Background: an optimization exercise with open tools, aiming at a short achievable clock period and few clock cycles. Do not read the settings as production practice. Only simulation tests tie the RTL to the original design; equivalence was not proved. Power and IR drop assume default switching activity.

`config.mk`:
```
export PLATFORM = sky130hd
export DESIGN_NAME = CPU
export DESIGN_NICKNAME = CPU
export VERILOG_FILES = /design/flow/design.v
export SDC_FILE = /design/flow/constraint.sdc
export NUM_CORES = 4
export LEC_CHECK = 0
export CAP_MARGIN = 20
export CORE_MARGIN = 2
export CORE_UTILIZATION = 40
export SLEW_MARGIN = 20
export SYNTH_HIERARCHICAL = 1
```
`constraint.sdc`:
```
create_clock -name core_clock -period 10.0 [get_ports {clk}]
set_input_delay 2.0000 -clock core_clock [delete_from_list [all_inputs] [get_ports {clk}]]
set_output_delay 2.0000 -clock core_clock [all_outputs]
set_load 0.01 [all_outputs]
```
`design.v`:
```
module CPU(
    input clk,
    input reset, reset_btb,
    input [31:0] idata,
    output [31:0] iaddr,
    input [31:0] drdata,
    output [31:0] daddr,
    output [31:0] dwdata,
    output [3:0] we,
    output [31:0] x31,
    output [31:0] pc
);
    localparam NB = 8;        
    localparam NBL = 3;
    localparam TW = 12;       
    reg [31:0] pc_f;
    reg        d_v;
    reg [31:0] d_ins;
    reg [31:0] d_pc;
    reg [31:0] d_pn;         
    reg [21:0] d_jlo;        
    reg [13:0] d_blo;        
    reg [31:0] d_seq;        
    reg        d_hit;
    reg [NBL-1:0] d_hidx;
    reg [1:0]  d_ctr;
    reg        e_v;
    reg        e_wen;
    reg [4:0]  e_rd;
    reg        e_ld, e_st, e_br, e_jal, e_jalr;
    reg [2:0]  e_f3;
    reg [31:0] e_a, e_b, e_sd, e_i, e_pre;
    reg        e_s_add, e_s_sub, e_s_and, e_s_or, e_s_xor, e_s_sll, e_s_srl, e_s_sra, e_s_slt, e_s_sltu, e_s_pre;
    reg [31:0] e_seq, e_tgt;
    reg        e_m_t, e_m_nt;
    reg [31:0] e_pn;
    reg [31:0] e_pc;
    reg        e_hit;
    reg [NBL-1:0] e_hidx;
    reg [1:0]  e_ctr;
    reg        m_wen;
    reg [4:0]  m_rd;
    reg        m_ld;
    reg [2:0]  m_f3;
    reg [31:0] m_res;
    reg [31:0] m_addr;
    reg [31:0] m_wd;
    reg [3:0]  m_we;
    reg        u_v;
    reg        u_br;
    reg        u_ctl;
    reg        u_tk;
    reg        u_alloc;
    reg [31:0] u_pc;
    reg [31:0] u_tgt;
    reg        u_hit;
    reg [NBL-1:0] u_hidx;
    reg [1:0]  u_ctr;
    reg        w_wen;
    reg [4:0]  w_rd;
    reg [31:0] w_res;
    reg [31:0] rf [1:31];
    assign iaddr = pc_f;
    assign pc = pc_f;
    assign daddr = m_addr;
    assign dwdata = m_wd;
    assign we = m_we;
    assign x31 = rf[31];
    reg [NB-1:0]  b_val;
    reg [TW-1:0]  b_tag [0:NB-1];
    reg [31:0]    b_tgt [0:NB-1];
    reg [1:0]     b_ctr [0:NB-1];
    reg [NBL-1:0] b_ptr;
    reg [NB-1:0] f_hv;
    reg          f_hit;
    reg [NBL-1:0] f_hidx;
    reg [31:0]   f_btgt;
    reg [1:0]    f_ctr;
    integer k;
    always @(*) begin
        f_hit = 1'b0;
        f_hidx = 0;
        f_btgt = 32'd0;
        f_ctr = 2'd0;
        for (k = 0; k < NB; k = k + 1) begin
            f_hv[k] = b_val[k] && (b_tag[k] == pc_f[TW+1:2]);
            if (f_hv[k]) begin
                f_hit = 1'b1;
                f_hidx = k;
            end
            f_btgt = f_btgt | ({32{f_hv[k]}} & b_tgt[k]);
            f_ctr = f_ctr | ({2{f_hv[k]}} & b_ctr[k]);
        end
    end
    wire [21:0] f_jlo;
    wire [13:0] f_blo;
    ifadd u_ifadd(.pc(pc_f[20:0]), .ins(idata), .jlo(f_jlo), .blo(f_blo));
    wire [31:0] f_seq = pc_f + 32'd4;
    wire [31:0] f_pn = (f_hit & f_ctr[1]) ? f_btgt : f_seq;
    wire [31:0] ins = d_ins;
    wire [6:0] opc = ins[6:0];
    wire [2:0] f3 = ins[14:12];
    wire [6:0] f7 = ins[31:25];
    wire [4:0] rs1 = ins[19:15];
    wire [4:0] rs2 = ins[24:20];
    wire [4:0] rd  = ins[11:7];
    wire o_lui   = opc == 7'b0110111;
    wire o_auipc = opc == 7'b0010111;
    wire o_jal   = opc == 7'b1101111;
    wire o_jalr  = opc == 7'b1100111;
    wire o_br    = opc == 7'b1100011;
    wire o_ld    = opc == 7'b0000011;
    wire o_st    = opc == 7'b0100011;
    wire o_imm   = opc == 7'b0010011;
    wire o_op    = opc == 7'b0110011;
    wire [31:0] imm_i = {{20{ins[31]}}, ins[31:20]};
    wire [31:0] imm_iz = {20'd0, ins[31:20]};
    wire [31:0] imm_s = {{20{ins[31]}}, ins[31:25], ins[11:7]};
    wire [31:0] imm_u = {ins[31:12], 12'd0};
    reg s_add, s_sub, s_and, s_or, s_xor, s_sll, s_srl, s_sra, s_slt, s_sltu, s_pre;
    reg wr, useimm;
    reg [31:0] ialu;
    always @(*) begin
        s_add = 0; s_sub = 0; s_and = 0; s_or = 0; s_xor = 0; s_sll = 0; s_srl = 0; s_sra = 0;
        s_slt = 0; s_sltu = 0; s_pre = 0;
        wr = 0; useimm = 1; ialu = imm_i;
        if (o_lui | o_auipc | o_jal | o_jalr) begin
            s_pre = 1; wr = 1;
        end
        if (o_ld) begin
            s_add = 1;
            wr = (f3 == 3'd0) | (f3 == 3'd1) | (f3 == 3'd2) | (f3 == 3'd4) | (f3 == 3'd5);
        end
        if (o_st) ialu = imm_s;
        if (o_br) useimm = 0;
        if (o_imm) begin
            wr = 1;
            case (f3)
                3'd0: s_add = 1;
                3'd2: s_slt = 1;
                3'd3: begin s_sltu = 1; ialu = imm_iz; end
                3'd4: begin s_xor = 1; ialu = imm_iz; end
                3'd6: begin s_or = 1; ialu = imm_iz; end
                3'd7: begin s_and = 1; ialu = imm_iz; end
                3'd1: begin s_sll = 1; wr = (f7 == 7'h00); end
                default: begin
                    s_srl = (f7 == 7'h00); s_sra = (f7 == 7'h20);
                    wr = (f7 == 7'h00) | (f7 == 7'h20);
                end
            endcase
        end
        if (o_op) begin
            useimm = 0;
            wr = 1;
            case (f3)
                3'd0: begin
                    s_add = (f7 == 7'h00); s_sub = (f7 == 7'h20);
                    wr = (f7 == 7'h00) | (f7 == 7'h20);
                end
                3'd5: begin
                    s_srl = (f7 == 7'h00); s_sra = (f7 == 7'h20);
                    wr = (f7 == 7'h00) | (f7 == 7'h20);
                end
                3'd1: begin s_sll = 1; wr = (f7 == 7'h00); end
                3'd2: begin s_slt = 1; wr = (f7 == 7'h00); end
                3'd3: begin s_sltu = 1; wr = (f7 == 7'h00); end
                3'd4: begin s_xor = 1; wr = (f7 == 7'h00); end
                3'd6: begin s_or = 1; wr = (f7 == 7'h00); end
                default: begin s_and = 1; wr = (f7 == 7'h00); end
            endcase
        end
    end
    wire wen_d = wr & (rd != 5'd0);
    wire use1 = ~(o_lui | o_auipc | o_jal);
    wire use2 = o_br | o_st | o_op;
    wire [31:0] d_au = {d_pc[31:12] + ins[31:12], d_pc[11:0]};
    wire [31:0] d_tgj, d_tgb;
    hisel #(11) u_hj(.hi(d_pc[31:21]), .c(d_jlo[21]), .s(ins[31]), .o(d_tgj[31:21]));
    hisel #(19) u_hb(.hi(d_pc[31:13]), .c(d_blo[13]), .s(ins[31]), .o(d_tgb[31:13]));
    assign d_tgj[20:0] = d_jlo[20:0];
    assign d_tgb[12:0] = d_blo[12:0];
    wire [31:0] d_tg = o_jal ? d_tgj : d_tgb;
    wire [31:0] pre_d = o_lui ? imm_u : o_auipc ? d_au : d_seq;
    wire d_st = o_jal | (o_br & ((rs1 == rs2) ? ((f3 == 3'd0) | (f3 == 3'd5) | (f3 == 3'd7))
                                              : (ins[31] | (f3 == 3'd1))));
    wire d_red = ~d_hit & d_st;
    wire stall = d_v & e_v & e_ld & e_wen &
                 ((use1 & (rs1 == e_rd)) | (use2 & (rs2 == e_rd)));
    wire [31:0] m_out;
    wire [31:0] rv1 = (rs1 == 5'd0) ? 32'd0 :
                      (m_wen && m_rd == rs1) ? m_out :
                      (w_wen && w_rd == rs1) ? w_res : rf[rs1];
    wire [31:0] rv2 = (rs2 == 5'd0) ? 32'd0 :
                      (m_wen && m_rd == rs2) ? m_out :
                      (w_wen && w_rd == rs2) ? w_res : rf[rs2];
    wire fa_em = e_v & e_wen & (e_rd == rs1) & use1;
    wire fb_em = e_v & e_wen & (e_rd == rs2) & use2;
    wire [31:0] res;
    wire [31:0] fa = e_a;
    wire [31:0] in2 = e_b;
    wire [31:0] sd = e_sd;
    wire [31:0] sum;
    wire cond;
    alu u_alu(.a(fa), .b(in2), .f3(e_f3),
              .s_add(e_s_add), .s_sub(e_s_sub), .s_and(e_s_and), .s_or(e_s_or), .s_xor(e_s_xor),
              .s_sll(e_s_sll), .s_srl(e_s_srl), .s_sra(e_s_sra), .s_slt(e_s_slt), .s_sltu(e_s_sltu),
              .s_pre(e_s_pre), .pre(e_pre), .res(res), .sum(sum), .cond(cond));
    wire take = e_jal | (e_br & cond);
    wire [31:0] jp = {e_pn[31:1], fa[0] ^ e_i[0]};
    wire [31:0] jk = {(fa[30:0] & e_i[30:0]) | ((fa[30:0] | e_i[30:0]) & ~jp[30:0]), 1'b0};
    wire jalr_ok = ((fa ^ e_i ^ jp) == jk);
    wire ex_mis = e_v & (e_jalr ? ~jalr_ok : (take ? e_m_t : e_m_nt));
    wire [31:0] ex_tgt = e_jalr ? {sum[31:1], 1'b0} : (take ? e_tgt : e_seq);
    reg [31:0] wd;
    reg [3:0] wm;
    always @(*) begin
        wd = sd;
        wm = 4'd0;
        case (e_f3[1:0])
            2'd0: begin wd = {4{sd[7:0]}}; wm = 4'b0001 << sum[1:0]; end
            2'd1: begin wd = {2{sd[15:0]}}; wm = sum[1] ? 4'b1100 : 4'b0011; end
            2'd2: begin wd = sd; wm = 4'b1111; end
            default: begin wd = sd; wm = 4'b0000; end
        endcase
        if (!(e_v & e_st) | e_f3[2]) wm = 4'd0;
    end
    reg [31:0] ldv;
    always @(*) begin
        case (m_f3[1:0])
            2'd0: begin
                case (m_addr[1:0])
                    2'd0: ldv = {{24{~m_f3[2] & drdata[7]}}, drdata[7:0]};
                    2'd1: ldv = {{24{~m_f3[2] & drdata[15]}}, drdata[15:8]};
                    2'd2: ldv = {{24{~m_f3[2] & drdata[23]}}, drdata[23:16]};
                    default: ldv = {{24{~m_f3[2] & drdata[31]}}, drdata[31:24]};
                endcase
            end
            2'd1: ldv = m_addr[1] ? {{16{~m_f3[2] & drdata[31]}}, drdata[31:16]}
                                  : {{16{~m_f3[2] & drdata[15]}}, drdata[15:0]};
            default: ldv = drdata;
        endcase
    end
    assign m_out = m_ld ? ldv : m_res;
    wire id_redir = d_v & d_red & ~stall & ~ex_mis;
    wire [31:0] pc_next = ex_mis ? ex_tgt : stall ? pc_f : id_redir ? d_tg : f_pn;
    always @(posedge clk) begin
        if (reset) begin
            pc_f <= 32'd0;
            d_v <= 1'b0;
            e_v <= 1'b0;
            e_wen <= 1'b0;
            m_wen <= 1'b0;
            m_we <= 4'd0;
            w_wen <= 1'b0;
            u_v <= 1'b0;
        end else begin
            pc_f <= pc_next;
            if (ex_mis | id_redir) d_v <= 1'b0;
            else if (!stall) d_v <= 1'b1;
            e_v <= d_v & ~stall & ~ex_mis;
            e_wen <= d_v & ~stall & ~ex_mis & wen_d;
            m_wen <= e_v & e_wen;
            m_we <= wm;
            w_wen <= m_wen;
            u_v <= e_v & (e_br | e_jal | e_jalr | e_hit);
        end
        if (!stall) begin
            d_ins <= idata;
            d_pc <= pc_f;
            d_pn <= f_pn;
            d_jlo <= f_jlo;
            d_blo <= f_blo;
            d_seq <= f_seq;
            d_hit <= f_hit;
            d_hidx <= f_hidx;
            d_ctr <= f_ctr;
        end
        e_rd <= rd;
        e_ld <= o_ld;
        e_st <= o_st;
        e_br <= o_br;
        e_jal <= o_jal;
        e_jalr <= o_jalr;
        e_f3 <= f3;
        e_a <= fa_em ? res : rv1;
        e_b <= useimm ? ialu : fb_em ? res : rv2;
        e_sd <= fb_em ? res : rv2;
        e_i <= ialu;
        e_pre <= pre_d;
        e_s_add <= s_add; e_s_sub <= s_sub; e_s_and <= s_and; e_s_or <= s_or; e_s_xor <= s_xor;
        e_s_sll <= s_sll; e_s_srl <= s_srl; e_s_sra <= s_sra; e_s_slt <= s_slt; e_s_sltu <= s_sltu;
        e_s_pre <= s_pre;
        e_seq <= d_seq;
        e_tgt <= d_tg;
        e_m_t <= ~d_red & (d_pn != d_tg);
        e_m_nt <= o_jal ? ~d_red & (d_pn != d_tg) : d_red ? (d_tg != d_seq) : (d_pn != d_seq);
        e_pn <= d_pn;
        e_pc <= d_pc;
        e_hit <= d_hit;
        e_hidx <= d_hidx;
        e_ctr <= d_ctr;
        m_rd <= e_rd;
        m_ld <= e_ld;
        m_f3 <= e_f3;
        m_res <= res;
        m_addr <= sum;
        m_wd <= wd;
        u_br <= e_br;
        u_ctl <= e_br | e_jal | e_jalr;
        u_tk <= take | e_jalr;
        u_alloc <= ~e_hit & (take | e_jalr | ex_mis);
        u_pc <= e_pc;
        u_tgt <= e_jalr ? {sum[31:1], 1'b0} : e_tgt;
        u_hit <= e_hit;
        u_hidx <= e_hidx;
        u_ctr <= e_ctr;
        w_rd <= m_rd;
        w_res <= m_out;
        if (w_wen) rf[w_rd] <= w_res;
    end
    wire [1:0] ctr_inc = (u_ctr == 2'd3) ? 2'd3 : u_ctr + 2'd1;
    wire [1:0] ctr_dec = (u_ctr == 2'd0) ? 2'd0 : u_ctr - 2'd1;
    always @(posedge clk) begin
        if (reset_btb) begin
            b_val <= 0;
            b_ptr <= 0;
        end else if (u_v) begin
            if (u_hit) begin
                if (!u_ctl) b_val[u_hidx] <= 1'b0;
                else begin
                    b_ctr[u_hidx] <= !u_br ? 2'd3 : u_tk ? ctr_inc : ctr_dec;
                    if (u_tk) b_tgt[u_hidx] <= u_tgt;
                end
            end else if (u_alloc) begin
                b_val[b_ptr] <= 1'b1;
                b_tag[b_ptr] <= u_pc[TW+1:2];
                b_tgt[b_ptr] <= u_tgt;
                b_ctr[b_ptr] <= !u_br ? 2'd3 : u_tk ? 2'd2 : 2'd1;
                b_ptr <= b_ptr + 1'b1;
            end
        end
    end
endmodule
module hisel #(parameter W = 8) (
    input [W-1:0] hi,
    input c, s,
    output [W-1:0] o
);
    wire [W-1:0] hp = hi + 1'b1;
    wire [W-1:0] hm = hi - 1'b1;
    wire p = c & ~s;
    wire m = ~c & s;
    assign o = ({W{p}} & hp) | ({W{m}} & hm) | ({W{~(p | m)}} & hi);
endmodule
module ifadd(
    input [20:0] pc,
    input [31:0] ins,
    output [21:0] jlo,
    output [13:0] blo
);
    assign jlo = {1'b0, pc[20:0]} + {1'b0, ins[31], ins[19:12], ins[20], ins[30:21], 1'b0};
    assign blo = {1'b0, pc[12:0]} + {1'b0, ins[31], ins[7], ins[30:25], ins[11:8], 1'b0};
endmodule
module alu(
    input [31:0] a, b,
    input [2:0] f3,
    input s_add, s_sub, s_and, s_or, s_xor, s_sll, s_srl, s_sra, s_slt, s_sltu, s_pre,
    input [31:0] pre,
    output [31:0] res,
    output [31:0] sum,
    output reg cond
);
    assign sum = a + b;
    wire [31:0] dif = a - b;
    wire lt  = $signed(a) < $signed(b);
    wire ltu = a < b;
    wire eq  = a == b;
    wire [31:0] sh_l = a << b[4:0];
    wire [31:0] sh_r = a >> b[4:0];
    wire [31:0] sh_a = $signed(a) >>> b[4:0];
    assign res = ({32{s_add}} & sum) | ({32{s_sub}} & dif) |
                 ({32{s_and}} & (a & b)) | ({32{s_or}} & (a | b)) |
                 ({32{s_xor}} & (a ^ b)) |
                 ({32{s_sll}} & sh_l) | ({32{s_srl}} & sh_r) | ({32{s_sra}} & sh_a) |
                 {31'd0, (s_slt & lt) | (s_sltu & ltu)} |
                 ({32{s_pre}} & pre);
    always @(*) begin
        case (f3)
            3'd0: cond = eq;
            3'd1: cond = ~eq;
            3'd4: cond = lt;
            3'd5: cond = ~lt;
            3'd6: cond = ltu;
            3'd7: cond = ~ltu;
            default: cond = 1'b0;
        endcase
    end
endmodule
```
`flow/run.sh`:
```
#!/bin/bash
set -euo pipefail
cd "$(dirname "$0")/.."
MARGIN=6.5
bash standard.sh synth > synth.log 2>&1
sed "s/\"\${@:-finish}\"/SETUP_SLACK_MARGIN=$MARGIN \"\${@:-finish}\"/" standard.sh > standard_margin.sh
grep -q "SETUP_SLACK_MARGIN=$MARGIN" standard_margin.sh
bash standard_margin.sh finish > layout.log 2>&1
test -f out/final.def
```
`standard.sh`:
```
#!/bin/bash
# synth_recipe.tcl (not shown) runs the flow's synth.tcl, then flattens the netlist and writes it again
# the make line also repeats each setting of config.mk as NAME=value (left out here)
make -C /OpenROAD-flow-scripts/flow DESIGN_CONFIG=/design/flow/config.mk WORK_HOME=/design/flow/orfs CLKGATE_MAP_FILE= SYNTH_SCRIPT=/design/flow/synth_recipe.tcl "${@:-finish}"
```
==> out/qor.yml, run 1 <==
synth_edf_count: 1528
cts_tree: "yes"
wl_per_cell_um: 33.7
fin_crit_sh_pct: 41.2
maxCapViolations: 0
numCtsBuffers: 214
dp.cells: 10593
hold_violations: 0
powerDensity_nw_per_um2: 178
whs_ns: 0.293
yosys-top-cells-area: "edfxtp_1 (46%), mux4_2 (13%), dfxtp_1 (11%), mux2i_1 (2.7%), a21oi_1 (2.3%)"
drc: 0
gp_congestion: 1.05
ff2ff_path_depth: 19
clock_sink_count: 2067
syn-num-nets: 7653
rsz0062_at_grt: "true"
tightest_slew_ns: 1.38
utilization_pct: 49.5
drive_gt1_share_pct: 31.4
die-area_um2: 255000
vias_per_cell: 6.26
synth-seq-cells: 2067
ys_warn_count: 8
end_kind: "register"
async_reset_ff_share_pct: 0
synth_cells: 7391
crit_arrival_ns: 4.93
grt_first_pass_wirelength_um: 537000
yosysTopAreaCell: "edfxtp_1"
wl_um: 389000
regMostFlops: "rf"
fp.dieW_um: 505
design.core.area_um2: 249000
fmax_mhz: 243
stdcell_count: 11529
outcome: "finished clean"
ioPinCount: 231
stdcell_area_um2: 123000
overflow: 0
htreeDepth: 4
die_y_um: 505
drt_iter0_drc: 9820
portBuffers: 230
num_rows: 183
ys_dominant_reg_cell: "edfxtp_1"
seq_area_frac_synth_pct: 56.6
synth.most_common_cell: "edfxtp_1"
path_clk_slew_ns: 0.06
track_usage_pct: 29.5
grt_pass1_vias: 69419
finalCriticalPeriod_ns: 4.12
ctsHoldBuffers: 0
setup-tns-final_ns: 0
peakVddDrop_v: 0.000168
ant_nets: 0
skew_ns: 0.103
cp_max_fo: 7
grt_max_degree: 82
synth_top_area_share_pct: 45.8
synth.distinct_cells: 125
slew-limit-headroom_pct: 7.18
holdPathStages: 0
syn-cell-area_um2: 100000
largest_reg_flops: 992
postPlaceCellArea_um2: 107000
final-setup-viol-count: 0
slew_violations: 0
startpoint_type: "register"
start_util_pct: 40.3
cts_root_buf: "clkbuf_16"
vias: 72194
hpwl_um: 251000
detail_route.first_pass.iterations: 8
p_leak_nw: 43.3
cp.required_ns: 10.81
hold_path.class: "reg -> reg"
critPathKind: "reg -> reg"
synthTopCellsByCount: "edfxtp_1 (1528), mux4_2 (559), dfxtp_1 (539), nor2_1 (474), a21oi_1 (455)"
grt_antenna_before_repair: 26
clock_path_buffers: 3
area_growth_pct: 23.0
synth.avg_cell_area_um2: 13.6
num-nets-final: 8254
clock_latency_ns: 0.91
top_regs: "rf x992, b_tgt x256, b_tag x96"
==> stage by stage <==
step / worst slack, ns / power, W
finish: 5.88 / 0.0219
detailed placement: 3.55 / 0.0129
global route: 5.82 / 0.0225
CTS: 5.91 / 0.0216
global placement: 3.63 / 0.0128
floorplan: 5.98 / 0.0115
==> cells by family after synthesis <==
group | synth area share (%)
adder cells (fa/ha/maj) | 2.71
XOR/XNOR | 3.03
AO/OA/AOI/OAI | 11.2
AND/OR/NAND/NOR | 6.54
multiplexers | 16.4
buffers and inverters | 3.60
flip-flops | 56.6
==> Yosys stat by module, one instance, submodules excluded, a selection <==
| module | area, um^2 | times used | cells | flops+latches |
|---|---|---|---|---|
| CPU | 87800 | 1 | 5595 | 2067 |
| alu | 9350 | 1 | 1359 | 0 |
| ifadd | 1360 | 1 | 184 | 0 |
==> layout make-up <==
type | instances | area, um^2
inverter | 282 | 1180
sequential | 2067 | 57000
multi-input combinational | 4501 | 43800
timing repair buffer | 924 | 9550
antenna | 15 | 37.5
clock buffer | 262 | 5720
clock inverter | 146 | 1780
fill | 21220 | 126000
timing repair inverter | 2 | 13.8
tap | 3330 | 4170
==> final timing paths <==
check / from / endpoint / slack [ns]
setup / recovery: e_a[0] / e_wen / 5.88
setup reg to reg: e_a[0] / e_wen / 5.88
hold / removal: e_pc[5] / u_pc[5] / 0.29
hold reg to reg: e_pc[5] / u_pc[5] / 0.29
==> per-layer routing <==
metal  vias up  part of all wire (%)  wire length, um  track usage (%)
met5         -                 0.029              112                0
met2      4267                    44           173000             44.5
met3       885                    10            38900             6.31
met4        14                   6.8            26500             17.1
li1      30020                     -                -                -
met1     37008                    39           150000             39.3
==> cell usage in the layout (no fill, tap or decap), types with 59 or more instances in the layout <==
cell       Yosys  routed
a211oi_1     212     195
xnor2_1      234     224
mux2_2        97      91
mux4_2       559     559
nor3_1        77      66
a22o_1        87      71
buf_6         14     121
nand3_1       85      73
a21oi_1      455     373
nor2_1       474     408
dfxtp_4        0      62
o21ai_0      242     196
a22oi_1      103      99
buf_2        109      59
ha_1         160     111
edfxtp_1    1528    1528
nand2_1      404     394
mux2i_1      268     223
xor2_1       113     109
inv_1        268     253
dfxtp_1      539     417
a21oi_2        4      77
buf_4         62     489
dfxtp_2        0      60
buf_12         0      61
clkbuf_16      0     225
nand4_1       84      84
==> power breakdown <==
group	leakage (nW)	internal, W	switching (W)
registers	18.9	0.00957	0.000432
logic	20.8	0.00143	0.00202
clock network	3.64	0.00484	0.00361
total	43.3	0.0158	0.00607
==> critical path, cell delays in order (launching register included) <==
cell and delay (ns):
dfxtp_4 0.39, clkinvlp_4 0.15, buf_4 0.18, ha_4 0.31
or4_4 0.54, nor4_4 0.31, xnor2_1 0.16, o31ai_1 0.11
a21oi_2 0.20, nand3_4 0.16, a21o_4 0.25, buf_12 0.13
nor2_4 0.07, nor2_2 0.04, o21ai_2 0.20, a31oi_4 0.07
buf_12 0.20, nor3_4 0.21, and2_4 0.23, o311a_1 0.16
==> timing repair <==
action	in CTS	in global routing
setup buffers	292	184
pin swaps	117	126
endpoints found under the setup margin	957	630
cloned	28	8
gates resized for setup	1332	359
Testbench counts, summed over its fixed seeds: cycles 80,066.
==> run 2, diff against run 1 <==
--- a/design.v
+++ b/design.v
@@ -60,12 +60,17 @@
     reg [4:0]  w_rd;
     reg [31:0] w_res;
     reg [31:0] rf [1:31];
-    assign iaddr = pc_f;
-    assign pc = pc_f;
-    assign daddr = m_addr;
+    wire [31:0] pc_next, sum;
+    wire [31:0] pc_q, daddr_q, x31_q;
+    oreg u_opc(.clk(clk), .d(reset ? 32'd0 : pc_next), .q(pc_q));
+    oreg u_odaddr(.clk(clk), .d(sum), .q(daddr_q));
+    oreg u_ox31(.clk(clk), .d((w_wen && w_rd == 5'd31) ? w_res : x31_q), .q(x31_q));
+    assign iaddr = pc_q;
+    assign pc = pc_q;
+    assign daddr = daddr_q;
     assign dwdata = m_wd;
     assign we = m_we;
-    assign x31 = rf[31];
+    assign x31 = x31_q;
     reg [NB-1:0]  b_val;
     reg [TW-1:0]  b_tag [0:NB-1];
     reg [31:0]    b_tgt [0:NB-1];
@@ -199,18 +204,21 @@
     wire [31:0] fa = e_a;
     wire [31:0] in2 = e_b;
     wire [31:0] sd = e_sd;
-    wire [31:0] sum;
-    wire cond;
-    alu u_alu(.a(fa), .b(in2), .f3(e_f3),
+    wire id_redir_c = d_v & d_red & ~stall;
+    wire [31:0] pc_early = stall ? pc_f : id_redir_c ? d_tg : f_pn;
+    wire dv_early = ~id_redir_c & (stall ? d_v : 1'b1);
+    wire ev_early = d_v & ~stall;
+    wire ewen_early = d_v & ~stall & wen_d;
+    wire take, ex_mis, dv_next, ev_next, ewen_next;
+    exu u_exu(.a(fa), .b(in2), .f3(e_f3),
               .s_add(e_s_add), .s_sub(e_s_sub), .s_and(e_s_and), .s_or(e_s_or), .s_xor(e_s_xor),
               .s_sll(e_s_sll), .s_srl(e_s_srl), .s_sra(e_s_sra), .s_slt(e_s_slt), .s_sltu(e_s_sltu),
-              .s_pre(e_s_pre), .pre(e_pre), .res(res), .sum(sum), .cond(cond));
-    wire take = e_jal | (e_br & cond);
-    wire [31:0] jp = {e_pn[31:1], fa[0] ^ e_i[0]};
-    wire [31:0] jk = {(fa[30:0] & e_i[30:0]) | ((fa[30:0] | e_i[30:0]) & ~jp[30:0]), 1'b0};
-    wire jalr_ok = ((fa ^ e_i ^ jp) == jk);
-    wire ex_mis = e_v & (e_jalr ? ~jalr_ok : (take ? e_m_t : e_m_nt));
-    wire [31:0] ex_tgt = e_jalr ? {sum[31:1], 1'b0} : (take ? e_tgt : e_seq);
+              .s_pre(e_s_pre), .pre(e_pre),
+              .v(e_v), .br(e_br), .jal(e_jal), .jalr(e_jalr), .m_t(e_m_t), .m_nt(e_m_nt),
+              .imm(e_i), .pn(e_pn), .tgt(e_tgt), .seq(e_seq),
+              .pc_early(pc_early), .dv_early(dv_early), .ev_early(ev_early), .ewen_early(ewen_early),
+              .res(res), .sum(sum), .take(take), .mis(ex_mis), .pc_next(pc_next),
+              .dv_next(dv_next), .ev_next(ev_next), .ewen_next(ewen_next));
     reg [31:0] wd;
     reg [3:0] wm;
     always @(*) begin
@@ -241,8 +249,6 @@
         endcase
     end
     assign m_out = m_ld ? ldv : m_res;
-    wire id_redir = d_v & d_red & ~stall & ~ex_mis;
-    wire [31:0] pc_next = ex_mis ? ex_tgt : stall ? pc_f : id_redir ? d_tg : f_pn;
     always @(posedge clk) begin
         if (reset) begin
             pc_f <= 32'd0;
@@ -255,10 +261,9 @@
             u_v <= 1'b0;
         end else begin
             pc_f <= pc_next;
-            if (ex_mis | id_redir) d_v <= 1'b0;
-            else if (!stall) d_v <= 1'b1;
-            e_v <= d_v & ~stall & ~ex_mis;
-            e_wen <= d_v & ~stall & ~ex_mis & wen_d;
+            d_v <= dv_next;
+            e_v <= ev_next;
+            e_wen <= ewen_next;
             m_wen <= e_v & e_wen;
             m_we <= wm;
             w_wen <= m_wen;
@@ -361,14 +366,21 @@
     assign jlo = {1'b0, pc[20:0]} + {1'b0, ins[31], ins[19:12], ins[20], ins[30:21], 1'b0};
     assign blo = {1'b0, pc[12:0]} + {1'b0, ins[31], ins[7], ins[30:25], ins[11:8], 1'b0};
 endmodule
-module alu(
+module exu(
     input [31:0] a, b,
     input [2:0] f3,
     input s_add, s_sub, s_and, s_or, s_xor, s_sll, s_srl, s_sra, s_slt, s_sltu, s_pre,
     input [31:0] pre,
+    input v, br, jal, jalr, m_t, m_nt,
+    input [31:0] imm, pn, tgt, seq,
+    input [31:0] pc_early,
+    input dv_early, ev_early, ewen_early,
     output [31:0] res,
     output [31:0] sum,
-    output reg cond
+    output take,
+    output mis,
+    output [31:0] pc_next,
+    output dv_next, ev_next, ewen_next
 );
     assign sum = a + b;
     wire [31:0] dif = a - b;
@@ -384,6 +396,7 @@
                  ({32{s_sll}} & sh_l) | ({32{s_srl}} & sh_r) | ({32{s_sra}} & sh_a) |
                  {31'd0, (s_slt & lt) | (s_sltu & ltu)} |
                  ({32{s_pre}} & pre);
+    reg cond;
     always @(*) begin
         case (f3)
             3'd0: cond = eq;
@@ -395,4 +408,21 @@
             default: cond = 1'b0;
         endcase
     end
+    assign take = jal | (br & cond);
+    wire [31:0] jp = {pn[31:1], a[0] ^ imm[0]};
+    wire [31:0] jk = {(a[30:0] & imm[30:0]) | ((a[30:0] | imm[30:0]) & ~jp[30:0]), 1'b0};
+    wire jalr_ok = ((a ^ imm ^ jp) == jk);
+    assign mis = v & (jalr ? ~jalr_ok : (take ? m_t : m_nt));
+    wire [31:0] ex_tgt = jalr ? {sum[31:1], 1'b0} : (take ? tgt : seq);
+    assign pc_next = mis ? ex_tgt : pc_early;
+    assign dv_next = ~mis & dv_early;
+    assign ev_next = ~mis & ev_early;
+    assign ewen_next = ~mis & ewen_early;
+endmodule
+module oreg(
+    input clk,
+    input [31:0] d,
+    output reg [31:0] q
+);
+    always @(posedge clk) q <= d;
 endmodule
==> out/qor.yml, run 2 <==
stdcell_count: 11455
finalCriticalPeriod_ns: 4.05
crit_arrival_ns: 4.80
outcome: "finished clean"
whs_ns: 0.325
most-common-layout-cells: "edfxtp_1 (1528), mux4_2 (562), dfxtp_1 (471), nor2_1 (468), buf_4 (387)"
vias_per_cell: 6.30
final-setup-viol-count: 0
pwr-share-clk_pct: 38.9
path_buf_inv: 5
cts_root_buf: "clkbuf_16"
hold_violations: 0
detail_route.first_pass.iterations: 8
largest_reg_flops: 992
slew-limit-headroom_pct: 16.7
start_util_pct: 40.2
powerDensity_nw_per_um2: 182
p_seq_share_pct: 45.9
netSwitchingFraction_pct: 27.4
overflow: 0
postPlaceCellArea_um2: 108000
stdcell_area_um2: 123000
clock_path_buffers: 3
clock_latency_ns: 0.93
end_kind: "register"
drc: 0
vias: 72149
synth_cells: 7444
rsz0062_at_grt: "true"
cp_cell_sequence: "buf_12, inv_1, ha_1, nor4_1, nand3_2, xor2_2, nor4b_2, a311o_2, buf_12, mux2i_4, a21oi_4, buf_8, buf_16, mux2_4, nor2b_1"
peakVddDrop_v: 0.000167
num-nets-final: 8142
syn-cell-area_um2: 102000
finalWorstSetupSlack_ns: 5.95
grt_antenna_before_repair: 21
combinationalPowerShare_pct: 15.2
grt_pass1_vias: 69734
slew_violations: 0
p_int_w: 0.0162
num_rows: 185
cts_tree: "yes"
syn-num-nets: 7705
path_clk_slew_ns: 0.06
gp_congestion: 0.989
maxCapViolations: 0
tightest_slew_ns: 1.25
htreeDepth: 4
wl_per_cell_um: 34.6
setup-tns-final_ns: 0
grt_first_pass_wirelength_um: 546000
top_regs: "rf x992, b_tgt x256, b_tag x96"
die_y_um: 509
ctsHoldBuffers: 0
grt_max_degree: 81
fmax_mhz: 247
regMostFlops: "rf"
cp.required_ns: 10.75
cp_max_fo: 7
critPathMaxStageDelay_ns: 0.55
final_common_cell: "edfxtp_1"
cp_slowest_cell: "nor4_1"
fillers: 21807
clock_sink_count: 2133
numCtsBuffers: 218
critPathKind: "reg -> reg"
ioPinCount: 231
wl_um: 396000
hpwl_um: 253000
area_growth_pct: 20.3
track_usage_pct: 29.8
dp.cells: 10689
critPathTopFamily: "simple AND/OR/NAND/NOR gates"
hold_path.class: "reg -> reg"
p_switching_w: 0.00611
skew_ns: 0.116
fin_crit_sh_pct: 40.5
synth.avg_cell_area_um2: 13.7
cpMostUsedCell: "buf_12"
p_leak_nw: 42.9
ant_nets: 0
portBuffers: 230
place_ws_ns: 4.19
ys_warn_count: 9
fp.dieW_um: 509
drive_gt1_share_pct: 30.6
design.core.area_um2: 254000
startpoint_type: "register"
die-area_um2: 259000
drt_iter0_drc: 9072
run 2: cell types whose count changed in the layout (fill, tap and decap cells not counted), moves of 39 or more:
cell | previous run | this run
buf_4 | 489 | 387
a21oi_1 | 373 | 282
a22oi_1 | 99 | 34
nor2_1 | 408 | 468
nand2_1 | 394 | 337
buf_6 | 121 | 67
dfxtp_1 | 417 | 471
a22o_1 | 71 | 121
buf_2 | 59 | 98
run 2: metrics by stage:
step           utilization (%)  power [W]
2_1_floorplan                -     0.0118
3_3_place_gp              42.7     0.0132
3_5_place_dp              42.7     0.0132
4_1_cts                   47.6     0.0221
5_1_grt                   48.3     0.0229
6_report                  48.3     0.0223
run 2: cell type report:
type                            count  area [um^2]  area share (%)
Clock buffer                      295         6120            4.99
Antenna cell                       14         35.0          0.0286
Clock inverter                    119         1610            1.32
Timing Repair Buffer              754         7260            5.91
Sequential cell                  2133        58300            47.5
Multi-Input combinational cell   4506        44000            35.9
Inverter                          265         1090           0.887
Timing Repair inverter              3         41.3          0.0336
Tap cell                         3366         4210            3.43
run 2: final timing paths:
path / to / start / depth (start not counted) / slack, ns
max: u_opc.q[23] / e_b[0] / 15 / 5.95
max reg2reg: u_opc.q[23] / e_b[0] / 15 / 5.95
min: u_pc[2] / e_pc[2] / 0 / 0.32
min reg2reg: u_pc[2] / e_pc[2] / 0 / 0.32
run 2: power groups by stage:
stage	Clock [W]	Combinational (W)	Sequential [W]
after floorplan	0	0.00153	0.0103
after global placement	0	0.00271	0.0104
after detailed placement	0	0.00271	0.0104
after CTS	0.00877	0.00314	0.0102
after global routing	0.00910	0.00351	0.0103
final	0.00868	0.00339	0.0102
run 2: worst reg2reg max path, delay by kind of cell, from the launching register on:
| kind | cells | cell delay (ns) |
|---|---|---|
| adders and majority gates | 1 | 0.55 |
| AOI/OAI and AO/OA | 2 | 0.58 |
| muxes | 2 | 0.49 |
| xor gates and xnor gates | 1 | 0.17 |
| and+or+nand+nor | 4 | 0.91 |
| DFF | 1 | 0.40 |
| buffers and inverters | 5 | 0.89 |
run 2: metal layers:
layer / GRT usage (%) / routed length (um) / vias up
li1: - / - / 29809
met1: 40.1 / 157000 / 37581
met3: 5.29 / 34300 / 792
met2: 46.0 / 181000 / 3959
met5: 0 / 46 / -
met4: 16.0 / 24200 / 8
run 2: what timing repair did:
item                                    4_1_cts  5_1_grt
endpoints found under the hold margin         0        0
cloned                                       24        5
endpoints found under the setup margin      921      439
buffers inserted                            222       87
pin swaps                                   137      131
gates resized for setup                    1299      242
Testbench counts of run 2, summed over its fixed seeds: cycles 80,066.
==> run 3, diff against run 2 <==
--- a/design.v
+++ b/design.v
@@ -204,8 +204,16 @@
     wire [31:0] fa = e_a;
     wire [31:0] in2 = e_b;
     wire [31:0] sd = e_sd;
-    wire id_redir_c = d_v & d_red & ~stall;
-    wire [31:0] pc_early = stall ? pc_f : id_redir_c ? d_tg : f_pn;
+    wire z_src = o_br & (f3[2:1] == 2'b00) & (rs2 == 5'd0) & (rs1 != 5'd0) &
+                 e_v & e_wen & (e_rd == rs1) & e_s_add & ~e_ld;
+    wire z_zero = ((e_a ^ e_b) == {e_a[30:0] | e_b[30:0], 1'b0});
+    wire z_tk = f3[0] ? ~z_zero : z_zero;
+    wire pn_tg = d_pn == d_tg;
+    wire pn_seq = d_pn == d_seq;
+    wire d_redir = z_src ? (z_tk ? ~pn_tg : ~pn_seq) : d_red;
+    wire [31:0] d_rtgt = (z_src & ~z_tk) ? d_seq : d_tg;
+    wire id_redir_c = d_v & d_redir & ~stall;
+    wire [31:0] pc_early = stall ? pc_f : id_redir_c ? d_rtgt : f_pn;
     wire dv_early = ~id_redir_c & (stall ? d_v : 1'b1);
     wire ev_early = d_v & ~stall;
     wire ewen_early = d_v & ~stall & wen_d;
@@ -297,8 +305,8 @@
         e_s_pre <= s_pre;
         e_seq <= d_seq;
         e_tgt <= d_tg;
-        e_m_t <= ~d_red & (d_pn != d_tg);
-        e_m_nt <= o_jal ? ~d_red & (d_pn != d_tg) : d_red ? (d_tg != d_seq) : (d_pn != d_seq);
+        e_m_t <= ~z_src & ~d_red & ~pn_tg;
+        e_m_nt <= ~z_src & (o_jal ? ~d_red & ~pn_tg : d_red ? (d_tg != d_seq) : ~pn_seq);
         e_pn <= d_pn;
         e_pc <= d_pc;
         e_hit <= d_hit;
==> out/qor.yml, run 3 <==
outcome: "finished clean"
setup-tns-final_ns: 0
synth.avg_cell_area_um2: 13.4
finalCriticalPeriod_ns: 4.61
fp.dieW_um: 513
fmax_mhz: 217
synth_cells: 7772
maxCapViolations: 0
grt_antenna_before_repair: 24
clock_path_buffers: 3
finalPower_w: 0.0224
rr_startpoint: "d_pc[13]"
start_util_pct: 40.3
vias: 74321
clock_sink_count: 2133
whs_endpoint: "u_pc[12]"
die_y_um: 513
most-common-layout-cells: "edfxtp_1 (1528), mux4_2 (565), dfxtp_1 (474), nand2_1 (437), nor2_1 (414)"
fin_crit_sh_pct: 46.1
area_growth_pct: 20.6
track_usage_pct: 28.8
p_leak_nw: 45.1
design.core.area_um2: 257000
clock_latency_ns: 0.91
portBuffers: 230
gp_congestion: 1.04
startpoint_type: "register"
htreeDepth: 4
drive_gt1_share_pct: 30.0
end_kind: "register"
hold_violations: 0
hpwl_um: 248000
whs_ns: 0.290
drc: 0
final-setup-viol-count: 0
peakVddDrop_v: 0.000188
final_common_cell: "edfxtp_1"
grt_pass1_vias: 71560
finalWorstSetupSlack_ns: 5.39
ff2ff_path_depth: 17
critPathKind: "reg -> reg"
grt_max_degree: 113
rr_endpoint: "u_opc.q[28]"
wl_per_cell_um: 33.2
cp.required_ns: 10.72
tightest_slew_ns: 1.33
wl_um: 392000
ctsHoldBuffers: 0
grt_first_pass_wirelength_um: 544000
hold_path.class: "reg -> reg"
syn-num-nets: 8064
utilization_pct: 48.6
worstHoldStart: "e_pc[12]"
ioPinCount: 231
regMostFlops: "rf"
skew_ns: 0.0952
syn-cell-area_um2: 104000
place_ws_ns: 4.60
detail_route.first_pass.iterations: 6
path_clk_slew_ns: 0.06
cts_root_buf: "clkbuf_16"
ys_warn_count: 9
powerDensity_nw_per_um2: 179
reg2reg_slack_ns: 5.39
numCtsBuffers: 219
vias_per_cell: 6.29
largest_reg_flops: 992
drt_iter0_drc: 10072
crit_arrival_ns: 5.33
holdPathStages: 0
rsz0062_at_grt: "true"
num_rows: 186
overflow: 0
cts_tree: "yes"
num-nets-final: 8526
ant_nets: 0
slew_violations: 0
die-area_um2: 263000
cp_max_fo: 8
top_regs: "rf x992, b_tgt x256, b_tag x96"
slew-limit-headroom_pct: 11.4
run 3: routing by layer:
layer | GRT usage (%) | part of all wire [%]
met1 | 39.0 | 39
met4 | 15.6 | 6.4
met2 | 44.0 | 45
met3 | 5.39 | 9.7
met5 | 0 | 0.015
run 3: area by class of cell:
| type | instances | area [um^2] |
|---|---|---|
| Antenna cell | 8 | 20.0 |
| Clock buffer | 292 | 6290 |
| Clock inverter | 126 | 1490 |
| Fill cell | 22031 | 132000 |
| Inverter | 320 | 1270 |
| Multi-Input combinational cell | 4768 | 45700 |
| Sequential cell | 2133 | 58300 |
| Tap cell | 3384 | 4230 |
| Timing Repair Buffer | 789 | 7720 |
| Timing Repair inverter | 3 | 25.0 |
run 3: per-stage QoR:
step           cell area [um^2]  instances
3_3_place_gp             110000      11016
6_report                 125000      11823
4_1_cts                  123000      11720
5_1_grt                  125000      11819
3_5_place_dp             110000      11017
2_1_floorplan            104000       7772
run 3: critical path: stages, from the launching register on:
cell      delay [ns]
edfxtp_1        0.50
buf_4           0.19
ha_4            0.15
nand3_1         0.12
nor3_2          0.29
nand3_1         0.13
xor2_1          0.18
o221ai_1        0.40
mux2i_1         0.32
xnor2_1         0.38
nor4_4          0.12
o31a_4          0.31
buf_12          0.14
buf_4           0.14
a21bo_2         0.34
a221o_1         0.33
mux2_4          0.26
nor2b_4         0.13
run 3: worst max path at each step:
stage                  start     endpoint  slack [ns]
global placement      e_b[1]      e_b[28]        4.63
finish              d_pc[13]  u_opc.q[28]        5.39
detailed placement    e_b[1]      e_b[28]        4.60
CTS                 d_pc[13]  u_opc.q[23]        5.55
global route        d_pc[22]  u_opc.q[23]        5.31
floorplan           d_pc[21]     pc_f[22]        5.99
run 3: repair_timing:
item                        CTS  global route
setup endpoints to repair   986           418
pin swaps                   147           135
gates resized for setup    1162           321
cloned                       22             5
setup buffers               263            89
run 3: where the power goes:
| part | total, W | leakage, nW | switching, W | internal, W |
|---|---|---|---|---|
| registers | 0.0103 | 19.6 | 0.000443 | 0.00982 |
| clock network | 0.00865 | 3.81 | 0.00369 | 0.00496 |
| logic | 0.00347 | 21.7 | 0.00204 | 0.00143 |
Testbench counts of run 3, summed over its fixed seeds: cycles 79,097.

[port drivers added, routing unchanged]
No port has a modelled driver above. Below, the same layouts with a new extraction and two added sets of constraints.
Step 1 sets driving cells, clkbuf_16 on the clock port and buf_2 on the other inputs (assumed; they add their load-dependent delay and slew).
Step 2 adds t to the input delays and takes it off the output delays; t is the mean of the earliest and latest rising clock arrival at the registers after step 1. Input paths then give back, and output paths get back, about the clock's delay inside the block.
a / b / c = no drivers / after step 1 / after step 2; a / b = the first two.
run	shift t [ns]	setup WS [ns]	latest minus earliest clock arrival (ns)	worst data-port slew with drivers (ns)
run 1	0.956	5.881 / 5.881 / 5.398	0.106 / 0.106	0.07
run 2	0.965	5.949 / 5.949 / 5.513	0.117 / 0.116	0.12
run 3	0.960	5.390 / 5.390 / 5.390	0.096 / 0.096	0.15
After both steps every run listed still meets setup and hold. For run 1, which loses most, drivers alone change the setup slack by 0.000 ns; drivers and shift together by -0.483 ns.
